Source: an optimization exercise on an open RTL-to-GDS flow (aim: small area, a short achievable clock period and few clock cycles per item). Production flows keep margins and buffers that such runs may drop. The RTL was checked by simulation tests, not by an equivalence proof against the original design. No activity file was given, so power comes from the tool's default toggle rates.

build 70:
## fft
module fft
(
input clk,
input nrst,
input data_ok,
input [63:0] serialin,
output wire in_ready,
output wire [31:0] serialout_RE,
output wire [31:0] serialout_IM,
output reg [9:0] out_cnt,
output reg out_avail,
output wire ram00en,ram01en,ram02en,ram03en,ram10en,ram11en,ram12en,ram13en,
output wire ram00we,ram01we,ram02we,ram03we,ram10we,ram11we,ram12we,ram13we,
output wire [7:0]addr00,addr01,addr02,addr03,addr10,addr11,addr12,addr13,
output wire [63:0]ram00_wdata,ram01_wdata,ram02_wdata,ram03_wdata,ram10_wdata,ram11_wdata,ram12_wdata,ram13_wdata,
input [63:0]ram00_rdata,ram01_rdata,ram02_rdata,ram03_rdata,ram10_rdata,ram11_rdata,ram12_rdata,ram13_rdata
);
localparam D0 = 10;           
localparam C_IDLE = 2'd0, C_PEND = 2'd1, C_RUN = 2'd2;
localparam O_IDLE = 2'd0, O_PEND = 2'd1, O_RUN = 2'd2;
reg        in_act;           
reg  [9:0] in_cnt;           
reg        Qi;               
reg        in_ready_r;
reg [63:0] in_reg;           
reg  [1:0] cst;              
reg  [2:0] cs;
reg  [7:0] cb;
reg  [2:0] cgap;
reg        go;               
reg        cbub;
reg        Qc;
reg  [1:0] ost;              
reg  [9:0] ocnt;
reg  [2:0] ogap;
reg p1v, p2v, p3v, p4v, p5v, p6v;
reg [2:0] p1s, p2s, p3s, p4s, p5s, p6s;
reg [7:0] p1b, p2b, p3b, p4b, p5b, p6b;
  ...
clock: 12.0 ns
lec_check: 0
cap_margin: 35
core_margin: 2
core_utilization: 40
slew_margin: 35
synth_memory_max_bits: 65536
standard.sh (not shown) runs the stock make flow with config.mk's settings and CLKGATE_MAP_FILE= SYNTH_SCRIPT=/design/flow/synth_recipe.tcl, a recipe that flattens the netlist after the stock synthesis.
==> flow/flow/run.sh <==
#!/bin/bash
set -euo pipefail
MARGIN=${FLOW_SETUP_MARGIN:-8.3}
bash standard.sh SETUP_SLACK_MARGIN=$MARGIN "BUFFER_PORTS_ARGS=-buffer_cell sky130_fd_sc_hd__buf_1" finish > make_finish.log 2>&1
Testbench counts of build 70, summed over its fixed seeds: cycles 67,312, items 32.
--- input diff build 70..build 1 ---
Settings: CORE_UTILIZATION changed from 40 to 55.
==> flow/flow/run.sh <==
#!/bin/bash
set -euo pipefail
MARGIN=${FLOW_SETUP_MARGIN:-8.0}
bash standard.sh SETUP_SLACK_MARGIN=$MARGIN "BUFFER_PORTS_ARGS=-buffer_cell sky130_fd_sc_hd__buf_1" finish > make_finish.log 2>&1
### Flow results
- Die area | build 1 < build 70
- Comparing area of the placeable core for build 1 and build 70, the smaller number came from build 1.
- Cmp build 1 vs build 70: area of placed instances lower in build 1
diff inputs: build 1 => build 90
Settings: a change of CORE_UTILIZATION from 55 to 40.
==> flow/flow/run.sh <==
#!/bin/bash
set -euo pipefail
MARGIN=${FLOW_SETUP_MARGIN:-8.0}
bash standard.sh SETUP_SLACK_MARGIN=$MARGIN "BUFFER_PORTS_ARGS=-buffer_cell sky130_fd_sc_hd__buf_1" "CTS_ARGS=-sink_clustering_enable -repair_clock_nets -dont_use_dummy_load -sink_clustering_size 30 -sink_clustering_max_diameter 100" finish > make_finish.log 2>&1
--- outcome ---
Global-route wire length before repair (build 90 over build 1): increase, about 2.3%. Diff build 1 -> build 90: final cell area excluding filler cells fell by 0.56%, final wirelength rose by about 4%.
[inputs] build 29 vs build 90
==> flow/flow/run.sh <==
#!/bin/bash
set -euo pipefail
MARGIN=${FLOW_SETUP_MARGIN:-7.7}
bash standard.sh SETUP_SLACK_MARGIN=$MARGIN "BUFFER_PORTS_ARGS=-buffer_cell sky130_fd_sc_hd__buf_1" finish > make_finish.log 2>&1
--- outcome ---
Compared with build 90, build 29 instantiates a larger number of cells. Build 29 finished every step from synthesis to the final layout, and the layout passed the timing, DRC and antenna checks. In the reports for build 29 and build 90, the smaller worst-path maximum fanout belongs to build 90. Against build 90, build 29 reports a finished layout cell area that is lower. Higher layout cell share with drive strength beyond 1 was reported by build 90, not build 29. Build 90 → build 29: overall routed net length lower, wire length of the first global-routing pass lower, layout clock buffer count higher. The lower number of buffers and inverters on the critical path came out of build 29. Lower share of the clock period used by the worst path goes to build 90 over build 29.
Changes in build 40 relative to build 29:
==> flow/flow/run.sh <==
#!/bin/bash
set -euo pipefail
MARGIN=${FLOW_SETUP_MARGIN:-8.0}
bash standard.sh SETUP_SLACK_MARGIN=$MARGIN "BUFFER_PORTS_ARGS=-buffer_cell sky130_fd_sc_hd__buf_1" "CTS_ARGS=-sink_clustering_enable -repair_clock_nets -dont_use_dummy_load" finish > make_finish.log 2>&1
Findings:
[compare] base=build 29 new=build 40: growth of design area from synthesis to finish went up 2.1 points, area share of buffers outside the clock network now sits higher, worst-case headroom to the max-slew limit now sits lower. Measured against each other, build 40 and build 29 differ in number of optimization iterations in the first detailed-route pass, the lower figure coming from build 40. The standard cells in build 40 occupy more silicon area than those in build 29 do. From build 29 to build 40, maximum buffer depth of the clock tree did not move at all. On power density over the cells: between build 40 and build 29, it ends up lower for build 40. Build 40 vs build 29: clock network power consumption down.

## port drivers added, routing unchanged
No port has a modelled driver above. Below, the same layouts with a new extraction and two added sets of constraints. Step 1 sets driving cells, clkbuf_16 on the clock port and buf_2 on the other inputs (assumed; they add their load-dependent delay and slew). Step 2, shift: input delay + t, output delay - t, t = (earliest + latest rising clock arrival at the registers) / 2. This alone moves slack from input paths to output paths. a / b / c = no drivers / after step 1 / after step 2; a / b = the first two.
run | t, ns | slack for setup (ns) | hold slack, ns | worst register clock-pin slew, ns | pins driven straight from the clock port
build 70 | 1.093 | 7.900 / 7.778 / 7.414 | 0.325 / 0.325 / 0.325 | 0.08 / 0.08 | 1
build 1 | 1.034 | 7.853 / 7.783 / 7.167 | 0.312 / 0.312 / 0.312 | 0.07 / 0.07 | 1
build 90 | 1.044 | 7.923 / 7.840 / 7.203 | 0.324 / 0.324 / 0.324 | 0.12 / 0.12 | 1
build 29 | 1.099 | 7.680 / 7.567 / 7.092 | 0.319 / 0.319 / 0.319 | 0.07 / 0.07 | 1
build 40 | 1.061 | 7.974 / 7.856 / 7.192 | 0.323 / 0.323 / 0.323 | 0.06 / 0.06 | 1
After both steps setup and hold are still met in every run listed. For build 40, which loses most, drivers alone change the setup slack by -0.118 ns; drivers and shift together by -0.782 ns.
